Background: an optimization exercise with open tools, aiming at small area. Do not read the settings as production practice.
Function was checked by simulation only, so behaviour that the tests miss may differ from the original.
Power and IR drop assume default switching activity.

## flow/design.v (module list and top-level ports; edited modules follow where they fit)
// module mc6809i: 1951 lines
module mc6809i
#(
    parameter ILLEGAL_INSTRUCTIONS="GHOST"
)
(
    input   [7:0]  D,
    output  [7:0]  DOut,
    output  [15:0] ADDR,
    output  RnW,
    input   CLK_ROOT,
    input   CE_E_FALL,
    input   CE_Q_FALL,
    output  BS,
    output  BA,
    input   nIRQ,
    input   nFIRQ,
    input   nNMI,
    output  AVMA,
    output  BUSY,
    output  LIC,
    input   nHALT,
    input   nRESET,
    input   nDMABREQ,
    output  [111:0] RegData
);
  // ...
==> flow/run.sh <==
#!/bin/bash
# synth_recipe.tcl (not shown) runs the flow's synth.tcl, then flattens the netlist and writes it again
# the make line also repeats each setting of config.mk as NAME=value (left out here)
make -C /OpenROAD-flow-scripts/flow DESIGN_CONFIG=/design/flow/config.mk WORK_HOME=/design/flow/orfs CLKGATE_MAP_FILE= SYNTH_SCRIPT=/design/flow/synth_recipe.tcl finish
==> flow/config.mk <==
export PLATFORM = sky130hd
export DESIGN_NAME = mc6809i
export DESIGN_NICKNAME = mc6809i
export VERILOG_FILES = /design/flow/design.v
export SDC_FILE = /design/flow/constraint.sdc
export NUM_CORES = 8
export LEC_CHECK = 0
export CAP_MARGIN = 20
export CORE_MARGIN = 2
export CORE_UTILIZATION = 25
export SLEW_MARGIN = 20
==> flow/constraint.sdc <==
create_clock -name core_clock -period 10.0 [get_ports {CLK_ROOT}]
set_input_delay 2.0000 -clock core_clock [delete_from_list [all_inputs] [get_ports {CLK_ROOT}]]
set_output_delay 2.0000 -clock core_clock [all_outputs]
set_load 0.01 [all_outputs]
==> summary.txt, run 1 <==
status=timing/DRC/antenna clean; Reg area=5770 um2; Net Sw Frac=0.536; Comb power frac=0.609; synth-to-layout area growth=18.9%; GRT busiest layer=met2; vias in the first global route=29.7k; power per cell area=155 nW/um2; largest class=multi-input combinational cells; Synth area leaders=edfxtp_1 22%, nand2_1 5.5%, nor2_1 5.1%; setup violators final=0; reg2reg start=Inst1[0]; setup tns final=0 ns; worst hold start=FIRQSample2; post-route DRC violation count=0; WL/cell=39.0 um; placed insts=4,854; routed wire length=191,000 um; Final Skew=0.0300 ns; Post-Synth Adder-Cell Area=0.0480; EDFF count, synth=190; postcts setup bufs=0; Core Region=101,000 um2; Seq/Total Area, Yosys=0.226; critical path depth=28; Final Cell Area=30,300 um2; met2 wire len=75,300 um; Primary FF master, synth=edfxtp_1; placed cell areas=29,600 um2; Synth top area share=0.224; CP Capture Type=flip-flop; Synth top cells by count=374 x nand2_1, 349 x nor2_1, 255 x a21oi_1, 222 x o21ai_0; Tmin final=9.44 ns; count leader, synth=nand2_1; post-DP HPWL=148,000 um; CP peak stage delay=0.74 ns; post-synthesis cell count=3,349; first-pass GRT wire length=257,000 um; Die Width=323 um; pin count of the biggest net entering global routing=54
==> run 2: changes to the inputs <==
--- a/flow/design.v
+++ b/flow/design.v
@@ -37,16 +37,17 @@
 reg     [15:0]  ea;
 reg     [7:0]   Inst1;
 reg     [7:0]   Inst2;
 reg             InstPage2;
 reg             InstPage3;
 reg     [5:0]   CpuState;
 reg     [1:0]   NextState;       
 reg     [2:0]   IntType;         
+reg             PcPending;       
 reg     NMIMask;
 reg     NMILatched;
 reg     NMISample;
 reg     NMISample2;
 reg     IRQLatched;
 reg     IRQSample;
 reg     IRQSample2;
 reg     FIRQLatched;
@@ -95,18 +96,18 @@
 localparam S_BRA_DONTCARE       = 6'd7;
 localparam S_BSR_DONTCARE1      = 6'd8;
 localparam S_RET_DC             = 6'd9;
 localparam S_RET_LO             = 6'd10;
 localparam S_RET_HI             = 6'd11;
 localparam S_TFR_DC1            = 6'd12;
 localparam S_TFR_DC2            = 6'd13;
 localparam S_TFR_DC3            = 6'd14;
-localparam S_EXG_DC1            = 6'd15;
-localparam S_EXG_DC2            = 6'd16;
+localparam S_EXG_DC0            = 6'd15;
+localparam S_EXG_DC1            = 6'd16;
 localparam S_DONE               = 6'd17;
 localparam S_RTS_HI             = 6'd18;
 localparam S_RTS_LO             = 6'd19;
 localparam S_IMM16_LO           = 6'd20;
 localparam S_JMPCHK             = 6'd21;
 localparam S_IDXCHK             = 6'd22;
 localparam S_ALU_EA             = 6'd23;
 localparam S_ALU_DONTCARE       = 6'd24;
@@ -404,22 +405,20 @@
             begin
                 radd8[i] = pp[i] ^ c;
                 c = gg[i] | (pp[i] & c);
             end
         end
         radd8[8] = bc[2];
     end
 endfunction
-wire [15:0] pc_inc = rinc16(pc);
 reg  [3:0]  xsel;        
 reg  [3:0]  ysel;        
 reg         yinv;
 reg         cin;
-reg  [3:0]  rsel;        
 reg         dout_hi;
 localparam Y_ZERO = 4'd0;
 localparam Y_TD   = 4'd1;    
 localparam Y_TMP  = 4'd2;
 localparam Y_SI2  = 4'd3;    
 localparam Y_SD   = 4'd4;    
 localparam Y_SA   = 4'd5;    
 localparam Y_SB   = 4'd6;    
@@ -433,16 +432,17 @@
     case (xsel)
         4'd0:    xop = {a, b};
         4'd1:    xop = x;
         4'd2:    xop = y;
         4'd3:    xop = u;
         4'd4:    xop = s;
         4'd5:    xop = pc;
         4'd6:    xop = ea;
+        4'd7:    xop = tmp;
         4'd8:    xop = {8'hFF, a};
         4'd9:    xop = {8'hFF, b};
         4'd10:   xop = {8'hFF, cc};
         4'd11:   xop = {8'hFF, dp};
         default: xop = 16'h0000;
     endcase
 end
 reg  [15:0] yraw;
@@ -463,66 +463,42 @@
     endcase
 end
 wire [15:0] yop = yraw ^ {16{yinv}};
 wire [16:0] add16 = radd16(xop, yop, cin);
 wire [15:0] r16 = add16[15:0];
 wire        c16 = add16[16];
 wire        v16 = (xop[15] & yop[15] & ~r16[15]) | (~xop[15] & ~yop[15] & r16[15]);
 wire        z16 = (r16 == 16'h0000);
-reg  [15:0] rdp;
-always @(*)
-begin
-    case (rsel)
-        4'd0:    rdp = {a, b};
-        4'd1:    rdp = x;
-        4'd2:    rdp = y;
-        4'd3:    rdp = u;
-        4'd4:    rdp = s;
-        4'd5:    rdp = pc_inc;
-        4'd6:    rdp = tmp;
-        4'd7:    rdp = pc;
-        4'd8:    rdp = {8'hFF, a};
-        4'd9:    rdp = {8'hFF, b};
-        4'd10:   rdp = {8'hFF, cc};
-        4'd11:   rdp = {8'hFF, dp};
-        default: rdp = 16'h0000;
-    endcase
-end
-assign DOut = dout_hi ? rdp[15:8] : rdp[7:0];
+assign DOut = dout_hi ? xop[15:8] : xop[7:0];
 reg  [4:0]  alu_op;
 reg  [1:0]  alu_asel;    
 reg  [1:0]  alu_bsel;    
 reg         alu_daa;
-reg         alu_mul;
 wire [7:0] alu_a = (alu_asel == 2'd0) ? a : (alu_asel == 2'd1) ? b : D;
 wire daa_hi = cc[CC_C_BIT] | (a[7] & (a[6] | a[5])) | (a[7] & (a[6] | a[5] | a[4]) & a[3] & (a[2] | a[1]));
 wire daa_lo = cc[CC_H_BIT] | (a[3] & (a[2] | a[1]));
 wire [7:0] daa_corr = {1'b0, daa_hi, daa_hi, 1'b0, 1'b0, daa_lo, daa_lo, 1'b0};
-wire [7:0] alu_b = (alu_bsel == 2'd0) ? D : (alu_bsel == 2'd1) ? daa_corr : (ea[7:0] & {8{tmp[0]}});
+wire [7:0] alu_b = alu_bsel[0] ? daa_corr : D;
 wire op_add = (alu_op == ALUOP_ADD) | (alu_op == ALUOP_ADC);
 wire op_sub = (alu_op == ALUOP_SUB) | (alu_op == ALUOP_CMP) | (alu_op == ALUOP_SBC);
 wire op_neg = (alu_op == ALUOP_NEG);
 wire op_inc = (alu_op == ALUOP_INC);
 wire op_dec = (alu_op == ALUOP_DEC);
 reg  [7:0] ax8, ay8;
 reg        aci;
 always @(*)
 begin
     ax8 = alu_a;
     ay8 = alu_b;
     aci = 1'b0;
     if (alu_daa)
     begin
         ax8 = a;
     end
-    else if (alu_mul)
-    begin
-        ax8 = tmp[15:8];
-    end
     else if (op_neg)
     begin
         ax8 = 8'h00; ay8 = ~alu_a; aci = 1'b1;
     end
     else if (op_sub)
     begin
         ay8 = ~alu_b;
         aci = (alu_op == ALUOP_SBC) ? ~cc[CC_C_BIT] : 1'b1;
@@ -644,37 +620,34 @@
 reg         pc_r16_we;       
 reg         pc_hi_d, pc_lo_d;
 reg         ea_r16_we, ea_xop_we, ea_dir_we, ea_hi_d, ea_lo_d;
 reg  [3:0]  wr16_code;       
 reg  [3:0]  wrhd_code;       
 reg  [3:0]  wrld_code;       
 reg         tfr_we;          
 reg  [3:0]  tdest;
-reg  [3:0]  tkeep;           
-reg         tmp_rdp;         
-reg         a_alu, b_alu, a_sex, a_zero, b_zero, a_d, b_d, dp_d;
+reg         tmp_r16;         
+reg  [1:0]  au_we;           
+reg         exg_scmp;        
+reg         a_alu, b_alu, a_sex, a_eight, b_shr, a_d, b_d, dp_d;
 reg         ea_mul_init, ea_mul_shift;
 reg         cc_alu8, cc_alu16, cc_d, cc_andd, cc_ord, cc_cwai, cc_mulf;
 reg  [1:0]  f16_mode;        
 reg         cc_set_e, cc_clr_e, cc_set_i, cc_set_f;
 reg  [15:0] tmp_nxt;
 reg  [1:0]  NextState_nxt;
 reg  [2:0]  IntType_nxt;
 reg         inst1_we, inst2_we;
 reg         InstPage2_nxt, InstPage3_nxt;
 wire        stk_u  = tmp[14];
-wire [3:0]  stk_code = stk_u ? 4'd3 : 4'd4;
 function [3:0] tcode(input [3:0] c);
     tcode = ((c[2:0] == 3'd6) | (c[2:0] == 3'd7) | (c[3] & c[2])) ? 4'd15 : c;
 endfunction
-wire        exg_swap_d  = (D[7:4] == 4'd4);
-wire [3:0]  exg_p_d     = exg_swap_d ? D[3:0] : D[7:4];
-wire [3:0]  exg_q_d     = exg_swap_d ? D[7:4] : D[3:0];
-wire        exg_swap_i  = (Inst2[7:4] == 4'd4);
+wire        exg_swap_i  = (Inst2[7:4] == 4'd4) | (Inst2[3:0] == 4'd5);
 wire [3:0]  exg_p_i     = exg_swap_i ? Inst2[3:0] : Inst2[7:4];
 wire [3:0]  exg_q_i     = exg_swap_i ? Inst2[7:4] : Inst2[3:0];
 wire        int_bs = (IntType == INT_NMI) | (IntType == INT_IRQ) | (IntType == INT_FIRQ) | (IntType == INT_RST);
 wire [5:0]  ns_state = (NextState == NS_FETCH) ? S_FETCH_I1 :
                        (NextState == NS_IRQ)   ? S_IRQ_DONTCARE2 : S_CWAI_POST;
 always @(*)
 begin
     CpuState_nxt = CpuState;
@@ -687,43 +660,44 @@
     addr_sel = AS_CONST;
     addr_lo4 = 4'hF;
     au_sel = AU_PC;
     au_mode = AU_INC;
     xsel = 4'd15;
     ysel = Y_ZERO;
     yinv = 1'b0;
     cin  = 1'b0;
-    rsel = 4'd6;
     dout_hi = 1'b0;
     alu_op = ALU8Op;
     alu_asel = IsTargetRegA ? 2'd0 : 2'd1;
     alu_bsel = 2'd0;
     alu_daa = 1'b0;
-    alu_mul = 1'b0;
     rst_regs = 1'b0;
     pc_inc_we = 1'b0; pc_r16_we = 1'b0; pc_hi_d = 1'b0; pc_lo_d = 1'b0;
     ea_r16_we = 1'b0; ea_xop_we = 1'b0; ea_dir_we = 1'b0; ea_hi_d = 1'b0; ea_lo_d = 1'b0;
     wr16_code = 4'd15; wrhd_code = 4'd15; wrld_code = 4'd15;
-    tfr_we = 1'b0; tdest = 4'd15; tkeep = 4'd15; tmp_rdp = 1'b0;
-    a_alu = 1'b0; b_alu = 1'b0; a_sex = 1'b0; a_zero = 1'b0; b_zero = 1'b0; a_d = 1'b0; b_d = 1'b0; dp_d = 1'b0;
+    tfr_we = 1'b0; tdest = 4'd15; tmp_r16 = 1'b0; au_we = 2'd0; exg_scmp = 1'b0;
+    a_alu = 1'b0; b_alu = 1'b0; a_sex = 1'b0; a_eight = 1'b0; b_shr = 1'b0; a_d = 1'b0; b_d = 1'b0; dp_d = 1'b0;
     ea_mul_init = 1'b0; ea_mul_shift = 1'b0;
     cc_alu8 = 1'b0; cc_alu16 = 1'b0; cc_d = 1'b0; cc_andd = 1'b0; cc_ord = 1'b0; cc_cwai = 1'b0; cc_mulf = 1'b0;
     f16_mode = 2'd2;
     cc_set_e = 1'b0; cc_clr_e = 1'b0; cc_set_i = 1'b0; cc_set_f = 1'b0;
     tmp_nxt = tmp;
     NextState_nxt = NextState;
     IntType_nxt = IntType;
     inst1_we = 1'b0; inst2_we = 1'b0;
     InstPage2_nxt = InstPage2;
     InstPage3_nxt = InstPage3;
     case (CpuState)
     S_RESET:
     begin
         rst_regs = 1'b1;
+        tfr_we = PcPending;
+        tdest = 4'd5;
+        xsel = Inst1[0] ? tcode(Inst2[7:4]) : tcode(exg_q_i);
         IntType_nxt = INT_RST;
         CpuState_nxt = S_VEC_HI;
     end
     S_FETCH_I1:
     begin
         addr_sel = AS_BASE; au_sel = AU_PC;
         if (~DMABREQLatched)
         begin
@@ -840,20 +814,19 @@
                 else if (Inst1 == 8'h13)     
                 begin
                     CpuState_nxt = S_SYNC;
                     rLIC = 1'b1;
                     rAVMA = 1'b0;
                 end
                 else if (Inst1 == 8'h3D)     
                 begin
-                    tmp_nxt = {8'h00, b};
+                    tmp_nxt = 16'h0000;
                     ea_mul_init = 1'b1;
-                    a_zero = 1'b1;
-                    b_zero = 1'b1;
+                    a_eight = 1'b1;
                     rAVMA = 1'b0;
                     CpuState_nxt = S_MUL_ACTION;
                 end
                 else if (Inst1 == 8'h39)     
                 begin
                     CpuState_nxt = S_RTS_HI;
                 end
                 else if (Inst1 == 8'h3B)     
@@ -908,35 +881,20 @@
                     end
                     else if (hi3)                
                     begin
                         tmp_nxt = {1'b0, Inst1[1], 6'b000000, D};
                         rAVMA = 1'b0;
                         NextState_nxt = NS_FETCH;
                         CpuState_nxt = S_PP_DC1;
                     end
-                    else if (Inst1[0])           
-                    begin
-                        tfr_we = 1'b1;
-                        tdest = D[3:0];
-                        xsel = tcode(D[7:4]);
-                        cin = (D[7:4] == 4'd5);
-                        rAVMA = 1'b0;
-                        CpuState_nxt = S_TFR_DC1;
-                    end
                     else                         
                     begin
-                        tfr_we = 1'b1;
-                        tdest = exg_q_d;
-                        xsel = tcode(exg_p_d);
-                        cin = (exg_p_d == 4'd5);
-                        rsel = tcode(exg_q_d);
-                        tmp_rdp = 1'b1;
                         rAVMA = 1'b0;
-                        CpuState_nxt = S_EXG_DC1;
+                        CpuState_nxt = Inst1[0] ? S_TFR_DC1 : S_EXG_DC0;
                     end
                 end
                 else if (Is8BitInst)
                 begin
                     a_alu = IsTargetRegA & ALU8Writeback;
                     b_alu = ~IsTargetRegA & ALU8Writeback;
                     cc_alu8 = 1'b1;
                     rLIC = 1'b1;
@@ -1021,72 +979,81 @@
         addr_sel = AS_BASE; au_sel = AU_PC;
         rAVMA = 1'b0;
         CpuState_nxt = S_RET_DC;
     end
     S_RET_DC:
         CpuState_nxt = S_RET_LO;
     S_RET_LO, S_RET_HI:
     begin
-        xsel = 4'd4;
-        yinv = 1'b1;
+        xsel = 4'd7;
         addr_sel = AS_AU; au_sel = AU_S; au_mode = AU_DEC;
-        wr16_code = 4'd4;
-        rsel = 4'd6;
+        au_we = 2'd2;
         rRnW = 1'b0;
         if (CpuState == S_RET_LO)
             CpuState_nxt = S_RET_HI;
         else
         begin
             dout_hi = 1'b1;
             rLIC = 1'b1;
             CpuState_nxt = S_FETCH_I1;
         end
     end
-    S_TFR_DC1:
+    S_TFR_DC1:       
     begin
         rAVMA = 1'b0;
+        tfr_we = 1'b1;
+        if (Inst1[0])
+        begin
+            tdest = Inst2[3:0];
+            xsel = tcode(Inst2[7:4]);
+        end
+        else
+        begin
+            tdest = exg_q_i;
+            xsel = 4'd15;
+            ysel = Y_TMP;
+        end
         CpuState_nxt = S_TFR_DC2;
     end
     S_TFR_DC2:
     begin
         rAVMA = 1'b0;
         CpuState_nxt = S_TFR_DC3;
     end
     S_TFR_DC3:
     begin
         rAVMA = 1'b0;
         CpuState_nxt = S_DONE;
     end
-    S_EXG_DC1:       
+    S_EXG_DC0:       
     begin
         rAVMA = 1'b0;
-        xsel = 4'd15;
-        ysel = Y_TMP;
-        tfr_we = 1'b1;
-        tdest = exg_p_i;
-        tkeep = exg_q_i;
-        CpuState_nxt = S_EXG_DC2;
+        xsel = tcode(exg_p_i);
+        tmp_r16 = 1'b1;
+        exg_scmp = (exg_q_i == 4'd4);
+        CpuState_nxt = S_EXG_DC1;
     end
-    S_EXG_DC2:
+    S_EXG_DC1:       
     begin
         rAVMA = 1'b0;
+        xsel = tcode(exg_q_i);
+        tfr_we = 1'b1;
+        tdest = exg_p_i;
         CpuState_nxt = S_TFR_DC1;
     end
     S_DONE:
     begin
         rLIC = 1'b1;
         CpuState_nxt = S_FETCH_I1;
     end
     S_RTS_HI, S_RTS_LO:
     begin
-        xsel = 4'd4;
-        cin = 1'b1;
         addr_sel = AS_BASE; au_sel = AU_S;
-        wr16_code = 4'd4;
+        au_we = 2'd2;
         if (CpuState == S_RTS_HI)
         begin
             pc_hi_d = 1'b1;
             CpuState_nxt = S_RTS_LO;
         end
         else
         begin
             pc_lo_d = 1'b1;
@@ -1153,17 +1120,17 @@
             CpuState_nxt = S_FETCH_I1;
         end
         else if (IsStore8)
         begin
             addr_sel = AS_BASE; au_sel = AU_EA;
             rRnW = 1'b0;
             alu_op = ALUOP_TST;
             alu_asel = Store8B ? 2'd1 : 2'd0;
-            rsel = Store8B ? 4'd9 : 4'd8;
+            xsel = Store8B ? 4'd9 : 4'd8;
             cc_alu8 = 1'b1;
             rLIC = 1'b1;
             CpuState_nxt = S_FETCH_I1;
         end
         else if (IsALU16Opcode & (ALU16Opcode == ALUOP16_LD))
         begin
             addr_sel = AS_BASE; au_sel = AU_EA;
             xsel = 4'd6;
@@ -1175,17 +1142,16 @@
             CpuState_nxt = S_LD16_LO;
         end
         else if (IsStore16)
         begin
             addr_sel = AS_BASE; au_sel = AU_EA;
             xsel = st16_code;
             cc_alu16 = 1'b1;
             f16_mode = 2'd2;
-            rsel = st16_code;
             dout_hi = 1'b1;
             rRnW = 1'b0;
             rBUSY = 1'b1;
             CpuState_nxt = S_ST16_LO;
         end
         else if (IsALU8Set0)
         begin
             addr_sel = AS_BASE; au_sel = AU_EA;
@@ -1237,17 +1203,17 @@
     begin
         rBUSY = 1'b1;
         CpuState_nxt = S_ALU_WRITEBACK;
     end
     S_ALU_WRITEBACK:
     begin
         addr_sel = AS_BASE; au_sel = AU_EA;
         rRnW = 1'b0;
-        rsel = 4'd6;
+        xsel = 4'd7;
         rLIC = 1'b1;
         CpuState_nxt = S_FETCH_I1;
     end
     S_LD16_LO:
     begin
         addr_sel = AS_BASE; au_sel = AU_EA;
         xsel = 4'd15;
         ysel = Y_TD;
@@ -1255,17 +1221,17 @@
         cc_alu16 = 1'b1;
         f16_mode = 2'd2;
         rLIC = 1'b1;
         CpuState_nxt = S_FETCH_I1;
     end
     S_ST16_LO:
     begin
         addr_sel = AS_AU; au_sel = AU_EA; au_mode = AU_INC;
-        rsel = st16_code;
+        xsel = st16_code;
         rRnW = 1'b0;
         rLIC = 1'b1;
         CpuState_nxt = S_FETCH_I1;
     end
     S_EXTENDED_ADDRLO:
     begin
         addr_sel = AS_BASE; au_sel = AU_PC;
         pc_inc_we = 1'b1;
@@ -1454,22 +1420,26 @@
         ysel = Y_TD;
         ea_r16_we = 1'b1;
         rAVMA = 1'b0;
         CpuState_nxt = S_JMPCHK;
     end
     S_MUL_ACTION:
     begin
         rAVMA = 1'b0;
-        if (ea[15:8] != 8'h00)
+        if (a != 8'h00)      
         begin
-            alu_mul = 1'b1;
-            alu_bsel = 2'd2;
-            tmp_nxt = {c8, s8, tmp[7:1]};
+            xsel = 4'd6;
+            ysel = Y_TMP;
+            tmp_r16 = b[0];
             ea_mul_shift = 1'b1;
+            b_shr = 1'b1;
+            alu_op = ALUOP_DEC;
+            alu_asel = 2'd0;
+            a_alu = 1'b1;
         end
         else
         begin
             xsel = 4'd15;
             ysel = Y_TMP;
             wr16_code = 4'd0;
             cc_mulf = 1'b1;
             rLIC = 1'b1;
@@ -1486,90 +1456,86 @@
         CpuState_nxt = Inst1[0] ? S_PUL_ACTION : S_PSH_DC3;
     S_PSH_DC3:
     begin
         addr_sel = AS_BASE; au_sel = Inst1[1] ? AU_U : AU_S;
         CpuState_nxt = S_PSH_ACTION;
     end
     S_PSH_ACTION:
     begin
-        xsel = stk_code;
-        yinv = 1'b1;
         if (tmp[7:0] != 8'h00)
         begin
             addr_sel = AS_AU; au_sel = stk_u ? AU_U : AU_S; au_mode = AU_DEC;
-            wr16_code = stk_code;
+            au_we = stk_u ? 2'd1 : 2'd2;
             rRnW = 1'b0;
         end
         if (tmp[7])
         begin
-            rsel = 4'd7;
+            xsel = 4'd5;
             dout_hi = tmp[15];
             tmp_nxt[15] = ~tmp[15];
             if (tmp[15]) tmp_nxt[7] = 1'b0;
         end
         else if (tmp[6])
         begin
-            rsel = stk_u ? 4'd4 : 4'd3;
+            xsel = stk_u ? 4'd4 : 4'd3;
             dout_hi = tmp[15];
             tmp_nxt[15] = ~tmp[15];
             if (tmp[15]) tmp_nxt[6] = 1'b0;
         end
         else if (tmp[5])
         begin
-            rsel = 4'd2;
+            xsel = 4'd2;
             dout_hi = tmp[15];
             tmp_nxt[15] = ~tmp[15];
             if (tmp[15]) tmp_nxt[5] = 1'b0;
         end
         else if (tmp[4])
         begin
-            rsel = 4'd1;
+            xsel = 4'd1;
             dout_hi = tmp[15];
             tmp_nxt[15] = ~tmp[15];
             if (tmp[15]) tmp_nxt[4] = 1'b0;
         end
         else if (tmp[3])
         begin
-            rsel = 4'd11;
+            xsel = 4'd11;
             tmp_nxt[3] = 1'b0;
         end
         else if (tmp[2])
         begin
-            rsel = 4'd9;
+            xsel = 4'd9;
             tmp_nxt[2] = 1'b0;
         end
         else if (tmp[1])
         begin
-            rsel = 4'd8;
+            xsel = 4'd8;
             tmp_nxt[1] = 1'b0;
         end
         else if (tmp[0])
         begin
-            rsel = 4'd10;
+            xsel = 4'd10;
             tmp_nxt[0] = 1'b0;
         end
         if (tmp[13])
             rLIC = 1'b1;
         if (tmp_nxt[7:0] == 8'h00)
         begin
             if (NextState == NS_FETCH)
                 rLIC = 1'b1;
             else if (tmp[7:0] == 8'h00)
                 rAVMA = 1'b0;
             CpuState_nxt = ns_state;
         end
     end
     S_PUL_ACTION:
     begin
-        xsel = stk_code;
-        cin = 1'b1;
         addr_sel = AS_BASE; au_sel = stk_u ? AU_U : AU_S;
         if (tmp[7:0] != 8'h00)
-            wr16_code = stk_code;
+            au_we = stk_u ? 2'd1 : 2'd2;
         if (tmp[0])
         begin
             cc_d = 1'b1;
             if (tmp[12])
                 tmp_nxt[7:0] = D[CC_E_BIT] ? 8'hFE : 8'h80;
             else
                 tmp_nxt[0] = 1'b0;
         end
@@ -1789,36 +1755,38 @@
 assign ADDR = addr_out;
 assign RnW  = rRnW;
 assign BS   = rBS;
 assign BA   = rBA;
 assign LIC  = rLIC;
 assign AVMA = rAVMA;
 assign BUSY = rBUSY;
 wire t_d  = tfr_we & (tdest == 4'd0);
-wire t_a  = tfr_we & ((tdest == 4'd8) | t_d) & ~((tkeep == 4'd8) | (tkeep == 4'd0));
-wire t_b  = tfr_we & ((tdest == 4'd9) | t_d) & ~((tkeep == 4'd9) | (tkeep == 4'd0));
-wire t_x  = tfr_we & (tdest == 4'd1)  & (tkeep != 4'd1);
-wire t_y  = tfr_we & (tdest == 4'd2)  & (tkeep != 4'd2);
-wire t_u  = tfr_we & (tdest == 4'd3)  & (tkeep != 4'd3);
-wire t_s  = tfr_we & (tdest == 4'd4)  & (tkeep != 4'd4);
-wire t_pc = tfr_we & (tdest == 4'd5)  & (tkeep != 4'd5);
-wire t_cc = tfr_we & (tdest == 4'd10) & (tkeep != 4'd10);
-wire t_dp = tfr_we & (tdest == 4'd11) & (tkeep != 4'd11);
+wire t_a  = tfr_we & ((tdest == 4'd8) | t_d);
+wire t_b  = tfr_we & ((tdest == 4'd9) | t_d);
+wire t_x  = tfr_we & (tdest == 4'd1);
+wire t_y  = tfr_we & (tdest == 4'd2);
+wire t_u  = tfr_we & (tdest == 4'd3);
+wire t_s  = tfr_we & (tdest == 4'd4);
+wire t_pc = tfr_we & (tdest == 4'd5);
+wire t_cc = tfr_we & (tdest == 4'd10);
+wire t_dp = tfr_we & (tdest == 4'd11);
 reg [7:0] a_n, b_n, dp_n, cc_n;
 always @(*)
 begin
-    if (rst_regs | a_zero)              a_n = 8'h00;
+    if (rst_regs)                       a_n = 8'h00;
+    else if (a_eight)                   a_n = 8'h08;
     else if (t_a)                       a_n = t_d ? r16[15:8] : r16[7:0];
     else if (wr16_code == 4'd0)         a_n = r16[15:8];
     else if (a_alu)                     a_n = r8;
     else if (a_sex)                     a_n = {8{b[7]}};
     else if (a_d | (wrhd_code == 4'd0)) a_n = D;
     else                                a_n = a;
-    if (rst_regs | b_zero)              b_n = 8'h00;
+    if (rst_regs)                       b_n = 8'h00;
+    else if (b_shr)                     b_n = {1'b0, b[7:1]};
     else if (t_b)                       b_n = r16[7:0];
     else if (wr16_code == 4'd0)         b_n = r16[7:0];
     else if (b_alu)                     b_n = r8;
     else if (b_d | (wrld_code == 4'd0)) b_n = D;
     else                                b_n = b;
     if (rst_regs)                       dp_n = 8'h00;
     else if (t_dp)                      dp_n = r16[7:0];
     else if (dp_d)                      dp_n = D;
@@ -1849,71 +1817,82 @@
     end
     if (cc_set_e) cc_n[CC_E_BIT] = 1'b1;
     if (cc_clr_e) cc_n[CC_E_BIT] = 1'b0;
     if (cc_set_i) cc_n[CC_I_BIT] = 1'b1;
     if (cc_set_f) cc_n[CC_F_BIT] = 1'b1;
 end
 function [16:0] nxt16(input [15:0] cur, input [3:0] code, input rst, input [15:0] rstval,
                       input t, input [3:0] w16, input [3:0] whd, input [3:0] wld,
-                      input [15:0] r16v, input [7:0] dv);
+                      input [15:0] r16v, input [7:0] dv, input auw, input [15:0] auv);
     begin
         nxt16 = {1'b1, cur};
         if (rst)                  nxt16[15:0] = rstval;
         else if (t)               nxt16[15:0] = r16v;
+        else if (auw)             nxt16[15:0] = auv;
         else if (w16 == code)     nxt16[15:0] = r16v;
         else if (whd == code)     nxt16[15:8] = dv;
         else if (wld == code)     nxt16[7:0]  = dv;
         else                      nxt16[16]   = 1'b0;
     end
 endfunction
-wire [16:0] x_n = nxt16(x, 4'd1, rst_regs, 16'h0000, t_x, wr16_code, wrhd_code, wrld_code, r16, D);
-wire [16:0] y_n = nxt16(y, 4'd2, rst_regs, 16'h0000, t_y, wr16_code, wrhd_code, wrld_code, r16, D);
-wire [16:0] u_n = nxt16(u, 4'd3, rst_regs, 16'h0000, t_u, wr16_code, wrhd_code, wrld_code, r16, D);
-wire [16:0] s_n = nxt16(s, 4'd4, rst_regs, 16'hFFFD, t_s, wr16_code, wrhd_code, wrld_code, r16, D);
+wire [16:0] x_n = nxt16(x, 4'd1, rst_regs, 16'h0000, t_x, wr16_code, wrhd_code, wrld_code, r16, D, 1'b0, au_r);
+wire [16:0] y_n = nxt16(y, 4'd2, rst_regs, 16'h0000, t_y, wr16_code, wrhd_code, wrld_code, r16, D, 1'b0, au_r);
+wire [16:0] u_n = nxt16(u, 4'd3, rst_regs, 16'h0000, t_u, wr16_code, wrhd_code, wrld_code, r16, D, au_we[0], au_r);
+wire [16:0] s_n = nxt16(s, 4'd4, rst_regs, 16'hFFFD, t_s, wr16_code, wrhd_code, wrld_code, r16, D, au_we[1], au_r);
 reg [15:0] pc_n;
 always @(*)
 begin
     pc_n = pc;
     if (t_pc | pc_r16_we)       pc_n = r16;
     else if (pc_hi_d | (wrhd_code == 4'd5)) pc_n[15:8] = D;
     else if (pc_lo_d | (wrld_code == 4'd5)) pc_n[7:0] = D;
-    else if (pc_inc_we)         pc_n = pc_inc;
+    else if (pc_inc_we)         pc_n = au_r;       
 end
 reg [15:0] ea_n;
 always @(*)
 begin
     ea_n = ea;
     if (ea_r16_we)         ea_n = r16;
     else if (ea_xop_we)    ea_n = xop;
     else if (ea_dir_we)    ea_n = {dp, D};
     else if (ea_hi_d)      ea_n[15:8] = D;
     else if (ea_lo_d)      ea_n[7:0] = D;
-    else if (ea_mul_init)  ea_n = {8'h80, a};
-    else if (ea_mul_shift) ea_n[15:8] = {1'b0, ea[15:9]};
+    else if (ea_mul_init)  ea_n = {8'h00, a};
+    else if (ea_mul_shift) ea_n = {ea[14:0], 1'b0};
 end
-wire [15:0] tmp_n = tmp_rdp ? rdp : tmp_nxt;
-wire s_changes = s_n[16] & (s_n[15:0] != s);
+wire [15:0] tmp_n = tmp_r16 ? r16 : tmp_nxt;
+wire tfrexg_pc_d = IsSpecialImmediate & hi1 & Inst1[2] & Inst1[1] &
+                   ((D[3:0] == 4'd5) | (~Inst1[0] & (D[7:4] == 4'd5)));
+wire PcPending_nxt = (CpuState == S_FETCH_I2) ? tfrexg_pc_d :
+                     ((CpuState == S_RESET) | (CpuState == S_TFR_DC1) | (CpuState == S_EXG_DC1)) ? 1'b0 :
+                     PcPending;
+wire s_r16 = t_s | (wr16_code == 4'd4) | exg_scmp;
+wire s_deferred = (CpuState == S_TFR_DC1) | (CpuState == S_EXG_DC0);
+wire s_changes = (s_r16 & (r16 != s)) |
+                 au_we[1] |
+                 ((wrhd_code == 4'd4) & (D != s[15:8])) |
+                 ((wrld_code == 4'd4) & (D != s[7:0]));
 always @(posedge CLK_ROOT)
 begin
     if (CE_Q_FALL) begin
         NMISample <= nNMI;
         IRQSample <= nIRQ;
         FIRQSample <= nFIRQ;
         HALTSample <= nHALT;
         DMABREQSample <= nDMABREQ;
     end
 end
 always @(posedge CLK_ROOT)
 begin
     if (CE_E_FALL) begin
         if ((rnRESET == 1'b0) || ((CpuState == S_INT_START) && (IntType == INT_NMI)))
             NMILatched <= 1'b1;
         else if ((NMISample2 == 1'b1) && (NMISample == 1'b0))
-            NMILatched <= NMIMask;
+            NMILatched <= NMIMask & ~(s_changes & s_deferred);
         rnRESET <= nRESET;
         NMISample2 <= NMISample;
         IRQSample2 <= IRQSample;
         IRQLatched <= IRQSample2;
         FIRQSample2 <= FIRQSample;
         FIRQLatched <= FIRQSample2;
         HALTSample2 <= HALTSample;
         HALTLatched <= HALTSample2;
@@ -1934,16 +1913,17 @@
             pc <= pc_n;
             tmp <= tmp_n;
             ea <= ea_n;
             if (inst1_we) Inst1 <= MappedInstruction;
             if (inst2_we) Inst2 <= D;
             InstPage2 <= InstPage2_nxt;
             InstPage3 <= InstPage3_nxt;
             IntType <= IntType_nxt;
+            PcPending <= PcPending_nxt;
             if (s_changes && (CpuState != S_RESET))
                 NMIMask <= 1'b0;
         end
         else
         begin
             CpuState <= S_RESET;
             NMIMask <= 1'b1;
         end
==> flow/config.mk (replaced) <==
export PLATFORM = sky130hd
export DESIGN_NAME = mc6809i
export DESIGN_NICKNAME = mc6809i
export VERILOG_FILES = /design/flow/design.v
export SDC_FILE = /design/flow/constraint.sdc
export NUM_CORES = 8
export LEC_CHECK = 0
export ABC_AREA = 1
export CAP_MARGIN = 20
export CORE_MARGIN = 2
export CORE_UTILIZATION = 40
export SLEW_MARGIN = 20
==> run 2 against run 1 <==
Register-to-register slack got worse by 0.20 ns. Worst setup slack improved by 0.063 ns. Design area decreased by 15%. Clock skew decreased by 0.0048 ns. Core utilization increased by 16 points. Sequential share of layout area increased by 3.4 points. Count of clock-buffer cells in the layout unchanged. Non-clock buffer count decreased by 189. Largest power group unchanged. Clock power about the same. Sequential power increased by 9%.
==> summary.txt, run 2 <==
status=timing/DRC/antenna clean (unchanged); Core Region=56,300 um2 (was 101,000 um2); critical path class=reg2reg (was in2reg); setup violators final=0 (unchanged); EDFF count, synth=191 (was 190); hold crit path type=reg2reg (unchanged); max cap viols=0 (unchanged); Worst-Skew Late Latency=0.54 ns (was 0.56 ns); worst vdd ir=419 uV (was 150 uV); gr ovfl total=0 (unchanged); achievable frequency=107 MHz (was 106 MHz); setup tns final=0 ns (unchanged); Synth cell types=74 (was 120); synth-to-layout area growth=14.0% (was 18.9%); vias in the first global route=27.1k (was 29.7k); Worst EP arrival=9.64 ns (was 9.74 ns); Net Count, Synth=3,607 (was 3,452); period utilisation layout=0.938 (was 0.944); clk slew on worst S/H paths=0.08 ns (was 0.09 ns); post-synthesis cell count=3,518 (was 3,349); CP most frequent cell=nor2_1 (was fa_1); clock sink count=194 (was 193); post-route DRC violation count=0 (unchanged); GR Util All Layers=0.476 (was 0.356); Max transition margin=0.185 (was 0.164); pin count of the biggest net entering global routing=48 (was 54); Synth top cells by count=679 x nand2_1, 495 x inv_1, 428 x nor2_1, 301 x o21ai_0, 245 x a21oi_1 (was 374 x nand2_1, 349 x nor2_1, 255 x a21oi_1, 222 x o21ai_0); hold_buf cts=0 (unchanged); Synth top area share=0.253 (was 0.224); RSZ-0062 raised after global routing=false (unchanged); syn_area_per_cell=6.45 um2 (was 7.60 um2); Seq/Total Area, Yosys=0.255 (was 0.226); Tmin final=9.38 ns (was 9.44 ns); GPL Wtd Cong=1.13 (was 1.08); synthesis warning total=1 (unchanged); post-DP HPWL=112,000 um (was 148,000 um); postcts setup bufs=0 (unchanged); Synth Register Bits=194 (was 193); full die area=58,700 um2 (was 104,000 um2); Via density=6.67 (was 6.68); Gates resized, CTS repair=0 (unchanged); Final Skew=0.0252 ns (was 0.0300 ns); Primary FF master, synth=edfxtp_1 (unchanged); CP peak stage delay=0.61 ns (was 0.74 ns); FP Rows=87 (was 117); TritonCTS clock tree=done (unchanged); routed wire length=144,000 um (was 191,000 um); Cell Area, Synth=22,700 um2 (was 25,500 um2); leading cell type in the layout, fill and taps excluded=nand2_1 (unchanged); number of buffers added on ports=158 (unchanged); power per cell area=331 nW/um2 (was 155 nW/um2); Final ANT Viol Nets=0 (unchanged); total power=8.57 mW (was 4.69 mW); htree depth=4 (unchanged); DR vias=29.5k (was 32.7k); Hold WS=0.428 ns (was 0.436 ns); Pre-antenna DRT Iters=9 (was 8); WL/cell=32.6 um (was 39.0 um); most frequent cells in the layout=679 x nand2_1, 495 x inv_1, 427 x nor2_1, 301 x o21ai_0, 243 x a21oi_1 (was 374 x nand2_1, 348 x nor2_1, 263 x buf_4, 255 x a21oi_1, 222 x o21ai_0); Nets=3,733 (was 3,609); Synth area leaders=edfxtp_1 25%, nand2_1 11%, inv_1 8.2% (was edfxtp_1 22%, nand2_1 5.5%, nor2_1 5.1%); Root Buffer=clkbuf_16 (unchanged); final hold vios=0 (unchanged); slowest CP cell=nor2_1 (was nor3_1); Crit Path Max Fanout=13 (was 12); static leakage=11.2 nW (was 10.9 nW); fin. max-slew vios=0 (unchanged); die span in y=242 um (was 323 um); Die Width=242 um (was 323 um); Worst Tran Pin Value=1.21 ns (was 1.25 ns); Data required, critical path=10.26 ns (was 10.30 ns); crit start category=flip-flop (was primary input); Starting Density=0.403 (was 0.251); io pins=159 (unchanged); Bufs on Longest Clock Path=2 (unchanged); CP Capture Type=flip-flop (unchanged); count leader, synth=nand2_1 (unchanged); initial antenna violation count=7 (was 15); layout cells sized above 1=0.0664 (was 0.129); Yosys top cell by area=edfxtp_1 (unchanged); Num CTS Buffers=17 (unchanged); first-pass GRT wire length=200,000 um (was 257,000 um); Synth async-reset ratio=0 (unchanged); Detailed Route Iter0 Violations=5,653 (was 6,114)
-- run 2: cell count changes after synthesis, sizes merged, moves of 44 or more --
cell    previous run  this run
buf               96        34
a211oi            76        27
o21ai            237       340
nor2             355       459
inv               83       535
nand3            129       174
nand2            374       705
clkbuf           190        95
nor2b             44         0
mux2i            121         0
-- run 2: layer usage --
| metal | vias to the layer above | global-route usage | routed length (um) |
|---|---|---|---|
| li1 | 12400 | - | - |
| met1 | 13800 | 0.602 | 54100 |
| met2 | 2580 | 0.660 | 56100 |
| met3 | 657 | 0.207 | 22500 |
| met4 | 6 | 0.298 | 11300 |
| met5 | - | 0 | 44 |
-- run 2: logic make-up after synthesis --
group                      Yosys count  share of synthesized area
buffers and inverters              675                      0.115
DFF                                194                      0.255
AOI/OAI and AO/OA                  971                      0.262
muxes                                1                   0.000496
adders and majority gates           72                     0.0456
xor gates and xnor gates            60                     0.0235
and+or+nand+nor                   1545                      0.298
-- run 2: worst paths after layout --
kind,startpoint,endpoint,slack [ns],depth (start not counted)
worst max-delay path,CpuState[5],cc[2],0.62,40
worst min-delay path,IRQSample2,IRQLatched,0.43,0
worst max register to register,CpuState[5],cc[2],0.62,40
worst min register to register,IRQSample2,IRQLatched,0.43,0
-- run 2: cell type report --
cell class | instances | area (um2)
fillers | 6080 | 30400
repair buffers | 236 | 2170
clock inverters | 15 | 168
clock buffers | 17 | 425
well taps | 756 | 946
flip-flops and latches | 194 | 5800
diodes | 6 | 15.0
multi-input cells | 2649 | 14300
inverters | 546 | 2050
-- run 2: per-stage QoR --
step	setup WS, ns	utilization	area, um2	instances
5_1_grt	0.133	0.460	25900	4413
6_report	0.622	0.460	25900	4419
2_1_floorplan	3.09	-	22700	3518
4_1_cts	0.956	0.460	25900	4413
3_5_place_dp	0.995	0.449	25300	4381
3_3_place_gp	1.25	0.449	25300	4381
-- run 2: report_power, final --
part / internal [mW] / switching (mW)
Clock: 0.356 / 0.409
Sequential: 1.05 / 0.120
Combinational: 1.68 / 4.96
-- run 2: worst max-delay path: cells and delay by family, from the launching register on --
family	cells	cell delay (ns)
AOI/OAI and AO/OA	12	2.34
adders and majority gates	4	1.34
buffers and inverters	8	1.52
DFF	1	0.52
and+or+nand+nor	16	3.35

==> what the ideal ports hide <==
The results above use ideal ports. As a check the final layouts listed here were re-extracted and re-timed, cells and wires unchanged. Step 1: set_driving_cell puts a clkbuf_16 on CLK_ROOT and a buf_2 on each other input, an assumption about the parent block. Step 2 moves the port delays by t, midway between the first and last clock arrival at a register: inputs arrive t later, outputs are due t later. That takes back most of the time a late clock gives input paths. Slacks: ideal ports / drivers / drivers and shift; pairs: ideal ports / drivers.
run | t (ns) | setup WS [ns] | worst hold slack (ns) | slew at the worst register clock pin (ns) | pins driven straight from the clock port
run 1 | 0.608 | 0.559 / 0.598 / -0.010 | 0.436 / 0.436 / 0.436 | 0.10 / 0.10 | 1
run 2 | 0.591 | 0.622 / 0.622 / 0.622 | 0.428 / 0.428 / 0.428 | 0.09 / 0.09 | 1
With both steps, setup timing fails in run 1, where it was met with ideal ports. For run 1, which loses most, drivers alone change the setup slack by +0.039 ns; drivers and shift together by -0.569 ns.
